Context: an optimization exercise on an open-source flow, tuned for small area and a short achievable clock period. The choices shown serve that exercise and are no tape-out recipe.
No run shown here included a check of the RTL's function; only the layout flow was run.
Power is estimated from default activity; no workload was simulated.

File: config.mk
export PLATFORM = sky130hd
export DESIGN_NAME = systolic_array_4x4
export DESIGN_NICKNAME = systolic_array_4x4
export VERILOG_FILES = /design/flow/design.v
export SDC_FILE = /design/flow/constraint.sdc
export NUM_CORES = 4
export LEC_CHECK = 0
export CAP_MARGIN = 20
export CORE_MARGIN = 2
export CORE_UTILIZATION = 40
export SLEW_MARGIN = 20
File: constraint.sdc
create_clock -name core_clock -period 7.5 [get_ports {clk}]
set_input_delay 1.5000 -clock core_clock [delete_from_list [all_inputs] [get_ports {clk}]]
set_output_delay 1.5000 -clock core_clock [all_outputs]
set_load 0.01 [all_outputs]
File: design.v
module fsm_pe (RD, FDi, clk, rst, GD, FDo, result, result_ld);
	parameter DATA_WIDTH=16,
			reset=0,
			calc_0=1,
			calc_1=2,
			ld_result=3,
			drain_0=4,
			drain_1=5;
	input [(2*DATA_WIDTH)-1:0] RD;
	input [DATA_WIDTH-1:0] FDi;
	input clk, rst, result_ld;
	output reg [DATA_WIDTH-1:0] FDo;
	output reg [(2*DATA_WIDTH)-1:0] GD;
	output reg [(2*DATA_WIDTH)-1:0] result;
	wire [(2*DATA_WIDTH)-1:0] multi;
	reg [2:0] p_state, n_state;
	always @(*)
	begin
		case (p_state)
			reset:     n_state = calc_0;
			calc_0:    n_state = result_ld ? ld_result : calc_1;
			calc_1:    n_state = result_ld ? ld_result : calc_0;
			ld_result: n_state = drain_0;
			drain_0:   n_state = drain_1;
			drain_1:   n_state = drain_0;
			default:   n_state = reset;
		endcase
	end
	assign multi = RD*FDi;
	always @(posedge clk)
	begin
		if (rst) begin
			p_state <= reset;
			result  <= 0;
			FDo     <= 0;
			GD      <= 0;
		end
		else begin
			p_state <= n_state;
			case (n_state)
				reset: begin
					result <= 0;
					FDo    <= 0;
					GD     <= 0;
				end
				calc_0, calc_1: begin
					result <= result + multi;
					FDo    <= FDi;
					GD     <= RD;
				end
				ld_result: begin
					GD <= result;
				end
				default: begin  
					GD <= RD;
				end
			endcase
		end
	end
endmodule
`timescale 1ns/1ns
module systolic_array_4x4(
		      FDi0, FDi4, FDi8, FDi12,
		      RD0, RD1, RD2, RD3,
		      clk, rst, result_ld,
		      FDo0, FDo4, FDo8, FDo12,
		      sa_GD0, sa_GD1, sa_GD2, sa_GD3);
	parameter DATA_WIDTH=16;
	input [DATA_WIDTH-1:0] FDi0, FDi4, FDi8, FDi12;
	input [(2*DATA_WIDTH)-1:0] RD0, RD1, RD2, RD3;
	input clk, rst, result_ld;
	output [(2*DATA_WIDTH)-1:0] sa_GD0, sa_GD1, sa_GD2, sa_GD3;
	output [DATA_WIDTH-1:0] FDo0, FDo4, FDo8, FDo12;
	wire [(2*DATA_WIDTH)-1:0] result[0:15];
	wire [(2*DATA_WIDTH)-1:0] GD[0:15];
	wire [DATA_WIDTH-1:0] FDo[0:15];
	fsm_pe P0 (RD0, FDi0, clk, rst, GD[0], FDo0, result[0], result_ld);
	fsm_pe P1 (RD1, FDo0, clk, rst, GD[1], FDo[1], result[1], result_ld);
	fsm_pe P2 (RD2, FDo[1], clk, rst, GD[2], FDo[2], result[2], result_ld);
	fsm_pe P3 (RD3, FDo[2], clk, rst, GD[3], FDo[3], result[3], result_ld);
	fsm_pe P4 (GD[0], FDi4, clk, rst, GD[4], FDo4, result[4], result_ld);
	fsm_pe P8 (GD[4], FDi8, clk, rst, GD[8], FDo8, result[8], result_ld);
	fsm_pe P12 (GD[8], FDi12, clk, rst, sa_GD0, FDo12, result[12], result_ld);
	fsm_pe P5 (GD[1], FDo4, clk, rst, GD[5], FDo[5], result[5], result_ld);
	fsm_pe P6 (GD[2], FDo[5], clk, rst, GD[6], FDo[6], result[6], result_ld);
	fsm_pe P7 (GD[3], FDo[6], clk, rst, GD[7], FDo[7], result[7], result_ld);
	fsm_pe P9 (GD[5], FDo8, clk, rst, GD[9], FDo[9], result[9], result_ld);
	fsm_pe P10 (GD[6], FDo[9], clk, rst, GD[10], FDo[10], result[10], result_ld);
	fsm_pe P11 (GD[7], FDo[10], clk, rst, GD[11], FDo[11], result[11], result_ld);
	fsm_pe P13 (GD[9], FDo12, clk, rst, sa_GD1, FDo[13], result[13], result_ld);
	fsm_pe P14 (GD[10], FDo[13], clk, rst, sa_GD2, FDo[14], result[14], result_ld);
	fsm_pe P15 (GD[11], FDo[14], clk, rst, sa_GD3, FDo[15], result[15], result_ld);
endmodule
File: run.sh
#!/bin/bash
# synth_recipe.tcl (not shown) runs the flow's synth.tcl, then flattens the netlist and writes it again
# the make line also repeats each setting of config.mk as NAME=value (left out here)
make -C /OpenROAD-flow-scripts/flow DESIGN_CONFIG=/design/flow/config.mk WORK_HOME=/design/flow/orfs CLKGATE_MAP_FILE= SYNTH_SCRIPT=/design/flow/synth_recipe.tcl finish
==> results of run 1 <==
-- cell type report --
cell class | instances | area [sq um] | share of cell area
Multi-Input combinational cell | 18028 | 184000 | 0.685
Tap cell | 8036 | 10100 | 0.0375
Clock inverter | 106 | 1550 | 0.00577
Timing Repair Buffer | 1772 | 15500 | 0.0577
Antenna cell | 41 | 103 | 0.000383
Sequential cell | 1264 | 25300 | 0.0945
Clock buffer | 219 | 4840 | 0.0181
Inverter | 7203 | 27000 | 0.101
-- worst register-to-register path: stages (launching register included) --
cell and delay [ns]:
dfxtp_1 0.69, buf_4 0.36, and2_1 0.19, fa_1 0.42, inv_1 0.08, fa_1 0.43, fa_1 0.52, inv_1 0.06
fa_1 0.53, fa_1 0.51, inv_1 0.05, fa_1 0.47, inv_1 0.04, ha_1 0.43, nand3_1 0.11, or4b_1 0.57
a31oi_1 0.46, a221o_1 0.28, a21o_1 0.16, a21oi_1 0.16, o21ai_1 0.24, xor2_1 0.10, a22o_1 0.21
-- logic make-up after synthesis --
logic type | Yosys count | synth area share
buf+inv | 8671 | 0.135
simple gates | 8283 | 0.157
fa+ha+maj | 6443 | 0.501
compound gates | 2427 | 0.0706
xor+xnor | 862 | 0.0313
flops | 1264 | 0.105
mux | 13 | 0.000586
-- cell usage in the layout, fill, tap and decap left out, types with 369 or more instances in the layout --
cell and n:
ha_1 1088, fa_1 5344, inv_1 7201, dfxtp_1 1252
clkdlybuf4s50_1 379, a22oi_1 981, a21oi_1 369, xnor2_1 643
buf_4 1293, and2_1 2270, nand2_1 4216, nor2_1 1290
-- worst max path at each step --
stage	startpoint	cells past startpoint	endpoint
5_1_grt	RD1[4]	25	P1.result[31]$_SDFFE_PP0P_
3_5_place_dp	RD1[6]	23	P1.result[29]$_SDFFE_PP0P_
4_1_cts	RD1[6]	25	P1.result[31]$_SDFFE_PP0P_
3_3_place_gp	RD1[6]	23	P1.result[29]$_SDFFE_PP0P_
2_1_floorplan	FDi12[7]	23	P12.result[31]$_SDFFE_PP0P_
6_report	FDi12[4]	25	P12.result[31]$_SDFFE_PP0P_
-- power groups by stage --
stage / clock, mW / combinational [mW] / sequential, mW
CTS: 9.74 / 46.0 / 9.55
detailed placement: 0 / 45.7 / 9.69
global route: 9.95 / 52.5 / 9.70
floorplan: 0 / 31.9 / 8.58
global placement: 0 / 45.0 / 9.66
finish: 9.46 / 46.1 / 9.58
-- synth_stat cells, types with 10 or more instances --
cell and instances:
nand2b_1 92, a21o_1 193, a22o_1 131, o211ai_1 23, o21ai_1 88, buf_1 32
a21oi_1 387, a32o_1 10, o31a_1 11, a32oi_1 32, or2_2 12, o21ai_0 168
o21a_1 55, o21bai_1 62, clkbuf_1 1434, or3_1 43, ha_1 1088, nand2_1 4217
xnor2_1 643, maj3_1 11, nor4_1 13, a211o_1 27, a22oi_1 991, o2111ai_1 10
and3_1 29, fa_1 5344, dfxtp_1 1264, xor2_1 219, o31ai_1 18, or4_1 10
and2_1 2270, inv_1 7201, a211oi_1 60, a31oi_1 56, nand4_1 22, nand3b_1 14
nor2b_1 62, nor3_1 101, nor2_1 1305, nand3_1 64
-- through the flow --
| step | power (mW) | util | instances |
|---|---|---|---|
| 2_1_floorplan | 40.5 | - | 27963 |
| 3_3_place_gp | 54.6 | 0.434 | 36301 |
| 3_5_place_dp | 55.4 | 0.435 | 36302 |
| 4_1_cts | 65.3 | 0.445 | 36627 |
| 5_1_grt | 72.1 | 0.445 | 36664 |
| 6_report | 65.2 | 0.445 | 36669 |
-- timing repair --
| item | in CTS | in global routing |
|---|---|---|
| buffers inserted | 0 | 1 |
| endpoints found under the hold margin | 0 | 0 |
| setup endpoints to repair | 0 | 4 |
| gates resized for setup | 0 | 10 |
-- per-layer routing --
metal / share of wire / wire [um] / up-vias / global-route usage
li1: - / - / 82237 / -
met1: 0.44 / 311000 / 94760 / 0.329
met2: 0.46 / 329000 / 5796 / 0.386
met3: 0.064 / 46000 / 969 / 0.0315
met4: 0.038 / 26900 / 0 / 0.0782
met5: 0 / 0 / - / 0
==> impl_metrics.tcl, run 1 <==
set metrics [dict create \
    status "finished clean" \
    die_area_sq_um 609000 \
    ir_drop_mv 0.768 \
    grt_max_degree 131 \
    ys_ff_latch 1264 \
    combPwrFrac 0.708 \
    dieHeight_um 780 \
    wirelength_um 713000 \
    std_cell_rows 285 \
    clock_path_buffers 4 \
    start_util 0.401 \
    required_ns 8.34 \
    fin_ws_ns 0.327 \
    post-route-period-util 0.956 \
    syn_inst 27963 \
    cts_buffers 177 \
    avgSynthCellArea_sq_um 8.62 \
    syn-num-nets 34590 \
    p_seq_frac 0.147 \
    syn_area_sq_um 241000 \
    crit_fanout 13 \
    worstReg2RegEnd "P7.result[30]$_SDFFE_PP0P_" \
    cts_hold_repair.buffers 0 \
    antenna_found_initial 33 \
    synth_top_area_cell "fa_1" \
    path_buf_inv 7 \
    numClockSinks 1264 \
    drive_above_1_share 0.0630 \
    hpwl_um 579000 \
    slowest_stage "fa_1" \
    grt_pass1_vias 199947 \
    worst_slew_pin_slew_ns 1.13 \
    drc 0 \
    p_per_area_nw_per_um2 243 \
    grt_first_pass_wirelength_um 1150000 \
    ios 387 \
    gr-total-overflow 0 \
    pwr-share-clk 0.145 \
    insertion_delay_ns 0.98 \
    yosys-top-cells-area "fa_1 (44%), inv_1 (11%), dfxtp_1 (10%), nand2_1 (6.6%), and2_1 (5.9%)" \
    synth_warnings 2 \
    vias 183762 \
    cap_violations 0 \
    min_to "P13.result[27]$_SDFFE_PP0P_" \
    root_buffer "clkbuf_16" \
    final_nets 35073 \
    stdcell_area_sq_um 268000 \
    grt.total_usage 0.237 \
    post_dp_cell_area_sq_um 261000 \
    max_freq_ghz 0.139 \
    post-route-min-period_ns 7.17 \
    yosysUniqueCellTypes 83 \
    hold_viol_final 0 \
    cts_tree "yes" \
    critPathLaunchType "primary input" \
    worst_hold_slack_ns 0.457 \
    wl_per_cell_um 19.5 \
    clk_pin_slew_ns 0.06 \
    cpPeakStageDelay_ns 0.55 \
    coreArea_sq_um 602000 \
    ff2ff_path_depth 22 \
    routabilityCongestion 0.918 \
    holdCritPathClass "flop to flop" \
    skew_ns 0.108 \
    fill_cells 58916 \
    first_pass_iters 6 \
    die_w_um 780 \
    crit_path_end_kind "flop" \
    power.switching_mw 30.4 \
    p_leak_nw 130 \
    drtAntennaViolNets 0 \
    rrSetupSlack_ns 0.35 \
    finalSetupViolations 0 \
    syn2layout_area_growth_pct 11.1 \
    synth_top_area_frac 0.444 \
    hp-start "P13.result[27]$_SDFFE_PP0P_" \
    drtIter0Drc 12625 \
    ys_seq_area_frac 0.105 \
    viasPerCell 5.01 \
    swShare 0.466 \
    r2r-start "P6.FDo[5]$_SDFFE_PP0P_" \
    cpMostUsedCell "fa_1" \
    pre_cts_ws_ns -0.838 \
    hold_depth 2 \
    slew_headroom 0.244 \
    critPathKind "primary input to flop" \
    worstPathArrival_ns 8.01 \
    drv_slew 0 \
    rsz0062_at_grt "false" \
    synth_flop_cell "dfxtp_1" \
    port_buffers 386 \
    synth_edf_count 0 \
    fin_setup_tns_ns 0 \
    power.internal_mw 34.8 \
    async_reset_ff_frac 0 \
    crit_family "adder cells" \
    h-tree-depth 4 \
]
==> inputs of run 2 (changes only) <==
==> design.v (replaced) <==
module fsm_pe #(parameter DATA_WIDTH = 16, parameter DEFER = 0, parameter FDO_HOLD = 1) (
	input  clk, rst, calc, load,
	input  [(2*DATA_WIDTH)-1:0] RD,
	input  [DATA_WIDTH-1:0] FDi,
	output reg [(2*DATA_WIDTH)-1:0] GD,
	output reg [DATA_WIDTH-1:0] FDo
);
	reg  [(2*DATA_WIDTH)-1:0] acc;
	wire [(2*DATA_WIDTH)-1:0] sum = DEFER ? acc + GD * FDo : acc + RD * FDi;
	always @(posedge clk) begin
		if (rst) begin
			acc <= 0;
			GD  <= 0;
			FDo <= 0;
		end else begin
			acc <= sum;
			if (load) GD <= DEFER ? sum : acc;
			else      GD <= RD;
			if (calc || !FDO_HOLD) FDo <= FDi;
		end
	end
endmodule
`timescale 1ns/1ns
module systolic_array_4x4(
		      FDi0, FDi4, FDi8, FDi12,
		      RD0, RD1, RD2, RD3,
		      clk, rst, result_ld,
		      FDo0, FDo4, FDo8, FDo12,
		      sa_GD0, sa_GD1, sa_GD2, sa_GD3);
	parameter DATA_WIDTH=16;
	input [DATA_WIDTH-1:0] FDi0, FDi4, FDi8, FDi12;
	input [(2*DATA_WIDTH)-1:0] RD0, RD1, RD2, RD3;
	input clk, rst, result_ld;
	output [(2*DATA_WIDTH)-1:0] sa_GD0, sa_GD1, sa_GD2, sa_GD3;
	output [DATA_WIDTH-1:0] FDo0, FDo4, FDo8, FDo12;
	localparam S_RESET = 2'd0, S_CALC = 2'd1, S_LOAD = 2'd2, S_DRAIN = 2'd3;
	reg [1:0] state;
	reg [1:0] n_state;
	always @(*) begin
		case (state)
			S_RESET: n_state = S_CALC;
			S_CALC:  n_state = result_ld ? S_LOAD : S_CALC;
			default: n_state = S_DRAIN;
		endcase
	end
	always @(posedge clk)
		if (rst) state <= S_RESET;
		else     state <= n_state;
	wire calc = (n_state == S_CALC);
	wire load = (n_state == S_LOAD);
	wire [(2*DATA_WIDTH)-1:0] RD_n [0:3];
	wire [DATA_WIDTH-1:0]     FD_w [0:3];
	assign RD_n[0] = RD0; assign RD_n[1] = RD1; assign RD_n[2] = RD2; assign RD_n[3] = RD3;
	assign FD_w[0] = FDi0; assign FD_w[1] = FDi4; assign FD_w[2] = FDi8; assign FD_w[3] = FDi12;
	wire [(2*DATA_WIDTH)-1:0] GD  [0:15];
	wire [DATA_WIDTH-1:0]     FDo [0:15];
	genvar r, c;
	generate
		for (r = 0; r < 4; r = r + 1) begin : row
			for (c = 0; c < 4; c = c + 1) begin : col
				fsm_pe #(.DATA_WIDTH(DATA_WIDTH), .DEFER((r == 0 || c == 0) ? 1 : 0),
				         .FDO_HOLD(c == 0 ? 1 : 0)) pe (
					.clk(clk), .rst(rst), .calc(calc), .load(load),
					.RD (r == 0 ? RD_n[c] : GD[(r-1)*4 + c]),
					.FDi(c == 0 ? FD_w[r] : FDo[r*4 + c - 1]),
					.GD (GD[r*4 + c]),
					.FDo(FDo[r*4 + c]));
			end
		end
	endgenerate
	assign sa_GD0 = GD[12]; assign sa_GD1 = GD[13]; assign sa_GD2 = GD[14]; assign sa_GD3 = GD[15];
	assign FDo0 = FDo[0]; assign FDo4 = FDo[4]; assign FDo8 = FDo[8]; assign FDo12 = FDo[12];
endmodule
==> impl_metrics.tcl, run 2 <==
set metrics [dict create \
    status "finished clean" \
    synth_flop_cell "dfxtp_1" \
    hold_viol_final 0 \
    ios 387 \
    syn2layout_area_growth_pct 8.97 \
    swShare 0.490 \
    wl_met3_um 42400 \
    cpPeakStageDelay_ns 0.83 \
    gr-total-overflow 0 \
    syn_area_sq_um 234000 \
    grt_first_pass_wirelength_um 1080000 \
    die_w_um 769 \
    p_leak_nw 123 \
    synth_top_area_cell "fa_1" \
    final_common_cell "inv_1" \
    rsz0062_at_grt "false" \
    grt.total_usage 0.232 \
    highest_layer "met5" \
    power.total_mw 53.2 \
    max_freq_ghz 0.139 \
    insertion_delay_ns 0.99 \
    syn-num-nets 33934 \
    hpwl_um 536000 \
    cts_resized 0 \
    wirelength_um 666000 \
    final_nets 33831 \
    synth_edf_count 0 \
    required_ns 8.30 \
    cap_violations 0 \
    cts_hold_repair.buffers 0 \
    cpMostUsedCell "fa_1" \
    post-route-period-util 0.960 \
    grt_pass1_vias 190827 \
    drive_above_1_share 0.0423 \
    fin_ws_ns 0.298 \
    drv_slew 0 \
    wl_met1_um 286000 \
    critPathLaunchType "flop" \
    drtAntennaViolNets 0 \
    numClockSinks 1234 \
    cts_tree "yes" \
    worstPathArrival_ns 8.00 \
    rrSetupSlack_ns 0.30 \
    viasPerCell 4.91 \
    grt_max_degree 151 \
    drtIter0Drc 10198 \
    power.switching_mw 26.1 \
    worst_slew_pin_slew_ns 1.10 \
    ir_drop_mv 0.399 \
    path_buf_inv 5 \
    fin_setup_tns_ns 0 \
    port_buffers 386 \
    critPathKind "flop to flop" \
    cts_buffers 179 \
    slew_headroom 0.268 \
    combPwrFrac 0.639 \
    crit_family "adder cells" \
    slowest_stage "dfxtp_1" \
    dr_wl_met2_um 315000 \
    async_reset_ff_frac 0 \
    clock_path_buffers 4 \
    path_cells "buf_4 -> nand2_1 -> fa_1 -> fa_1 -> fa_1 -> fa_1 -> inv_1 -> fa_1 -> inv_1 -> fa_1 -> inv_1 -> ha_1 -> nand3_1 -> o31ai_1 -> buf_4 -> a31oi_1 -> o31ai_1 -> o21a_1 -> nor4_2 -> o41ai_1 -> a21oi_1 -> xor2_1 -> nor2_1" \
    crit_path_end_kind "flop" \
    coreArea_sq_um 582000 \
    wl_per_cell_um 19.0 \
    crit_fanout 16 \
    yosys-top-cells-area "fa_1 (46%), inv_1 (12%), dfxtp_1 (11%), nand2_1 (8.4%), ha_1 (5.8%)" \
    skew_ns 0.0996 \
    pwr-share-clk 0.176 \
    routabilityCongestion 0.899 \
    std_cell_rows 280 \
    synth.most_common_cell "inv_1" \
    clk_pin_slew_ns 0.06 \
    pre_cts_ws_ns 0.222 \
    yosysUniqueCellTypes 82 \
    power.internal_mw 27.1 \
    start_util 0.402 \
    syn_inst 27307 \
    root_buffer "clkbuf_16" \
    p_per_area_nw_per_um2 209 \
    finalSetupViolations 0 \
    top_regs "row.col.pe.GD x512, row.col.pe.acc x512, row.col.pe.FDo x208" \
    antenna_found_initial 33 \
    post-route-min-period_ns 7.20 \
    vias 172308 \
    post_cts_buffers 0 \
    avgSynthCellArea_sq_um 8.56 \
    die_area_sq_um 591000 \
    layout_common_cells "inv_1 (7255), fa_1 (5344), nand2_1 (5228)" \
    synth_commonest_cells "inv_1 (7256), fa_1 (5344), nand2_1 (5229)" \
    first_pass_iters 6 \
    worst_hold_slack_ns 0.418 \
    drc 0 \
    dieHeight_um 769 \
    ys_ff_latch 1234 \
    p_seq_frac 0.184 \
    ys_seq_area_frac 0.106 \
    holdCritPathClass "flop to flop" \
    h-tree-depth 4 \
    synth_top_area_frac 0.458 \
    synth_warnings 4 \
]
-- run 2: per-layer routing --
layer,vias to the layer above,GRT usage
li1,76902,-
met1,89173,0.314
met2,5154,0.388
met3,1071,0.0320
met4,8,0.0680
met5,-,0
-- run 2: worst min-delay path: stages (launching register included) --
cell and delay [ns]:
dfxtp_1 0.31, nand2_1 0.05, a21oi_1 0.05
-- run 2: logic make-up (layout without fill, tap and decap cells) --
group	count (synthesis)	in the layout	synth area share
buf+inv	8665	8707	0.139
simple gates	8548	8548	0.165
fa+ha+maj	6432	6432	0.516
compound gates	1570	1570	0.0418
flops	1234	1234	0.106
xor+xnor	856	856	0.0321
mux	2	2	0.0000910
other cells	0	18	0
-- run 2: area by class of cell --
class | count | area, sq um
fill | 57171 | 327000
inverter | 7256 | 27200
tap | 7755 | 9700
multi-input combinational | 17408 | 177000
sequential | 1234 | 24800
clock inverter | 96 | 1440
antenna | 18 | 45.0
timing repair buffer | 1125 | 10000
clock buffer | 230 | 4940
-- run 2: path summary, 6_finish.rpt --
| path | from | endpoint | cells after the start |
|---|---|---|---|
| setup / recovery | row[0].col[3].pe.GD[7]$_SDFF_PP0_ | row[1].col[3].pe.acc[30]$_SDFF_PP0_ | 23 |
| hold / removal | row[2].col[3].pe.acc[4]$_SDFF_PP0_ | row[2].col[3].pe.GD[4]$_SDFF_PP0_ | 2 |
| setup reg to reg | row[0].col[3].pe.GD[7]$_SDFF_PP0_ | row[1].col[3].pe.acc[30]$_SDFF_PP0_ | 23 |
| hold reg to reg | row[2].col[3].pe.acc[4]$_SDFF_PP0_ | row[2].col[3].pe.GD[4]$_SDFF_PP0_ | 2 |
-- run 2: stage by stage --
stage,cell area (sq um),instances,utilization
floorplan,234000,27307,-
global placement,248000,34778,0.427
detailed placement,248000,34778,0.427
CTS,255000,35104,0.438
global route,255000,35115,0.438
finish,255000,35122,0.438
-- run 2: power groups by stage --
stage,registers (mW),clock network [mW],logic [mW]
floorplan,8.63,0,25.4
global placement,9.92,0,33.4
detailed placement,9.93,0,33.8
CTS,9.80,9.67,34.2
global route,9.94,9.89,38.9
finish,9.82,9.38,34.0

-- port drivers added, routing unchanged --
In the flow no input, the clock included, has a driving cell. The finished layouts below were timed again as built, in two steps.
Step 1 (the two cells are an assumption about what drives the block):
set clk [get_ports {clk}]
set_driving_cell -lib_cell sky130_fd_sc_hd__clkbuf_16 $clk
set_driving_cell -lib_cell sky130_fd_sc_hd__buf_2 [delete_from_list [all_inputs] $clk]
Step 2, shift: input delay + t, output delay - t, t = (earliest + latest rising clock arrival at the registers) / 2. This alone moves slack from input paths to output paths.
a / b / c = no drivers / after step 1 / after step 2; a / b = the first two.
run | shift t [ns] | setup slack, ns | worst register clock-pin slew, ns | worst data-port slew with drivers (ns)
run 1 | 1.052 | 0.327 / 0.353 / -0.698 | 0.08 / 0.08 | 0.12
run 2 | 1.071 | 0.298 / 0.298 / 0.298 | 0.08 / 0.08 | 0.18
With both steps, setup timing fails in run 1, where it was met with ideal ports. For run 1, which loses most, drivers alone change the setup slack by +0.026 ns; drivers and shift together by -1.025 ns.
